This design comes from an exercise in tuning for small area and a short achievable clock period on the open sky130 flow, not from production work. The RTL was checked by simulation tests, not by an equivalence proof against the original design. Power figures rest on the tool's default switching activity, not on a simulated workload.

## job 8439
Design TEN_GIG_MAC_RX_PATH, start of the top module:
module TEN_GIG_MAC_RX_PATH #(
    parameter       P_SRC_MAC  = 48'h01_02_03_04_05_06
)(
    input           i_clk               ,
    input           i_rst               ,
    input  [63:0]   i_xgmii_rxd         ,
    input  [7 :0]   i_xgmii_rxc         ,
    input  [47:0]   i_dynamic_src_mac   ,
    input           i_dynamic_src_valid ,
    output [63:0]   m_axis_rdata        ,
    output [79:0]   m_axis_ruser        ,
    output [7 :0]   m_axis_rkeep        ,
    output          m_axis_rlast        ,
    output          m_axis_rvalid       ,
    output          o_crc_error         ,
    output          o_crc_valid
);
Size in the first run: ~1,700 cells after synthesis, about 650 flip-flops, about 280 I/O pins, about 24,000 um2 of cells after synthesis.
Settings: LEC_CHECK=0, CAP_MARGIN=20, CORE_MARGIN=2, CORE_UTILIZATION=40, SLEW_MARGIN=20; clock period 9.0 ns.
run.sh (not shown) runs the stock make flow with config.mk's settings and CLKGATE_MAP_FILE= SYNTH_SCRIPT=/design/flow/synth_recipe.tcl, a recipe that flattens the netlist after the stock synthesis.
Changes in job 8212 relative to job 8439:
- SETUP_SLACK_MARGIN now 5, previously not set
- CORE_UTILIZATION now 60, was 40
Results
In the tables for job 8212 and job 8439, number of cells after detailed placement reads lower with job 8212. From job 8439 to job 8212 the numbers moved as follows: horizontal extent of the die now sits lower, smallest hold slack now sits higher, peak supply drop now sits higher, peak clock frequency supported by timing now sits at about the same level, relative area of non-clock buffer cells in the final design now sits higher. Job 8212 ended up with a lower post-layout total power than job 8439 did. Between job 8439 and job 8212, the total sequential power does not differ in any meaningful way.
The following lists how job 3408 was set up differently from job 8212:
- CORE_UTILIZATION now 40, was 60
- SETUP_SLACK_MARGIN no longer set, was 5
==> flow/flow/run.sh (new file) <==
#!/bin/bash
# Own layout flow: the standard ORFS flow (standard.sh), with
#  - port buffers chosen here (buf_1 on inputs, buf_2 on outputs) instead of
#    the resizer's default cell, one buffer per port as the standard flow does;
#  - timing repair asked to leave more setup slack than the default, so the
#    layout reaches a shorter clock period (the SDC and clock are the standard flow's).
set -euo pipefail
W=$(pwd)
export DONT_BUFFER_PORTS=1
export PRE_GLOBAL_PLACE_TCL=$W/flow/ports.tcl
export SETUP_SLACK_MARGIN=${RUN_SETUP_MARGIN:-6.0}
export CTS_BUF_LIST="sky130_fd_sc_hd__clkbuf_4 sky130_fd_sc_hd__clkbuf_8"
bash standard.sh > $W/standard_flow.log 2>&1
==> flow/flow/ports.tcl (new file) <==
# one buffer on every input and output port (the clock port is left to CTS)
buffer_ports -inputs -buffer_cell sky130_fd_sc_hd__buf_1
buffer_ports -outputs -buffer_cell sky130_fd_sc_hd__buf_2
==> flow/standard.sh (new file) <==
#!/bin/bash
# synth_recipe.tcl (not shown) runs the flow's synth.tcl, then flattens the netlist and writes it again
# the make line also repeats each setting of config.mk as NAME=value (left out here)
make -C /OpenROAD-flow-scripts/flow DESIGN_CONFIG=/design/flow/config.mk WORK_HOME=/design/flow/orfs CLKGATE_MAP_FILE= SYNTH_SCRIPT=/design/flow/synth_recipe.tcl "${@:-finish}"
removed: flow/run.sh
Findings:
Sort job 3408 and job 8212 by sequential share of layout area, descending, and job 3408 comes first.
Of job 3408 and job 8212, job 8212 shows the lower total routed wirelength, with job 3408 above it.
Summary: with job 8212 as the reference, overall power in job 3408 moved up slightly.
From job 8212 to job 3408 the numbers moved as follows: sequential cell power rose about 1%, combinational share of power now smaller.
Reported for job 3408 and job 8212, multiplexer fraction of the synthesized cell area turned out identical to the last digit.

Setup of job 2459:
TEN_GIG_MAC_RX_PATH, a different RTL version from the one above (not shown whole).
Size: ~650 flip-flops, ~280 I/O pins, about 24000 sq um of cells after synthesis.
==> flow/config.mk <==
export PLATFORM = sky130hd
export DESIGN_NAME = TEN_GIG_MAC_RX_PATH
export DESIGN_NICKNAME = TEN_GIG_MAC_RX_PATH
export VERILOG_FILES = /design/flow/design.v
export SDC_FILE = /design/flow/constraint.sdc
export NUM_CORES = 4
export LEC_CHECK = 0
export CAP_MARGIN = 20
export CORE_MARGIN = 2
export CORE_UTILIZATION = 60
export SLEW_MARGIN = 20
==> flow/constraint.sdc <==
create_clock -name core_clock -period 9.0 [get_ports {i_clk}]
set_input_delay 1.8000 -clock core_clock [delete_from_list [all_inputs] [get_ports {i_clk}]]
set_output_delay 1.8000 -clock core_clock [all_outputs]
set_load 0.01 [all_outputs]
standard.sh (not shown) runs the stock make flow with config.mk's settings and CLKGATE_MAP_FILE= SYNTH_SCRIPT=/design/flow/synth_recipe.tcl, a recipe that flattens the netlist after the stock synthesis.
==> flow/flow/run.sh <==
#!/bin/bash
set -euo pipefail
W=$(pwd)
MARGIN=6.0
CLUSTER=16
DIAM=60
export BUFFER_PORTS_ARGS="-buffer_cell sky130_fd_sc_hd__buf_2"
export CTS_ARGS="-sink_clustering_enable -repair_clock_nets -dont_use_dummy_load -buf_list {sky130_fd_sc_hd__clkbuf_8 sky130_fd_sc_hd__clkbuf_16} -root_buf sky130_fd_sc_hd__clkbuf_16 -sink_clustering_size $CLUSTER -sink_clustering_max_diameter $DIAM"
if [[ $MARGIN != 0 ]]; then export SETUP_SLACK_MARGIN=$MARGIN; fi
bash standard.sh > $W/standard_flow.log 2>&1
Setup changes, job 2459 to job 1540
--- a/flow/flow/run.sh
+++ b/flow/flow/run.sh
@@ -4,3 +4,3 @@
-MARGIN=6.0
-CLUSTER=16
-DIAM=60
+MARGIN=6.6
+CLUSTER=30
+DIAM=80
Looking at worst setup path category, the reg2reg result is from job 2459; the reg2out one comes from job 1540. | final-layout clock-cell area share | job 1540 vs job 2459 | 2.2 points lower |. Compared job 1540 vs job 2459, and first-pass GRT wire length is up in job 1540. In the reports for job 2459 and job 1540, the smaller final-stage net count belongs to job 2459.
Here is what was changed in the inputs of job 406 compared with job 1540.
--- a/flow/flow/run.sh
+++ b/flow/flow/run.sh
@@ -4 +4 @@
-MARGIN=6.6
+MARGIN=6.3
In the metrics for job 406 and job 1540, the one carrying the higher clock distribution area overhead in the final layout is job 406.
Taking job 406 as 1.0, job 1540 lands at 1.16 on number of signal-net buffers in the layout.
Against job 1540 as the reference, job 406 delivers a higher sequential share of layout area.
Global-route total usage across every layer: job 406 and job 1540 compared, lower one is job 406
Taking job 1540 as the reference, in job 406 areal power density over the cells fell 3.2 nW/um^2, total power fell about 5%, sum of net half-perimeters after detailed placement rose about 0.4%, number of resized instances in the post-cts repair step fell about 35%, leakage power total fell 4.6%.
When job 406 is measured against job 1540, its final non-filler cell total turns out 53 lower.
--- input diff job 406..job 1513 ---
--- a/flow/flow/run.sh
+++ b/flow/flow/run.sh
@@ -4 +4 @@
-MARGIN=6.3
+MARGIN=6.0
Findings:
Job 406 → job 1513: mux contribution to synthesized area held steady; count of buffers added by post-CTS timing repair for setup decreased by 16 relative to the old numbers; sequential share of layout area went up by 2.0 points; post-route standard cell area excluding fillers decreased by 4.6% relative to the old numbers.

port drivers added, routing unchanged:
No port has a modelled driver above. Below, the same layouts with a new extraction and two added sets of constraints.
Step 1: set_driving_cell puts a clkbuf_16 on i_clk and a buf_2 on each other input, an assumption about the parent block.
Step 2 adds t to the input delays and takes it off the output delays; t is the mean of the earliest and latest rising clock arrival at the registers after step 1. Input paths then give back, and output paths get back, about the clock's delay inside the block.
Three values: ideal ports, drivers, drivers and shift; two values: the first two.
run | t, ns | slack for setup (ns) | worst register clock-pin slew, ns
job 8439 | 0.676 | 5.422 / 5.363 / 5.521 | 0.07 / 0.07
job 8212 | 0.671 | 5.423 / 5.365 / 5.531 | 0.08 / 0.08
job 3408 | 0.753 | 5.860 / 5.805 / 5.870 | 0.07 / 0.07
job 2459 | 0.618 | 6.035 / 5.987 / 5.912 | 0.07 / 0.07
job 1540 | 0.645 | 6.029 / 5.972 / 6.097 | 0.11 / 0.11
job 406 | 0.640 | 6.018 / 5.963 / 5.954 | 0.12 / 0.12
job 1513 | 0.634 | 6.015 / 5.960 / 5.885 | 0.11 / 0.11
After both steps every run listed still meets setup and hold. The setup slack of job 1513, which loses most, moves by -0.055 ns with the drivers and by -0.130 ns with both steps. Setup slack includes reset recovery checks.
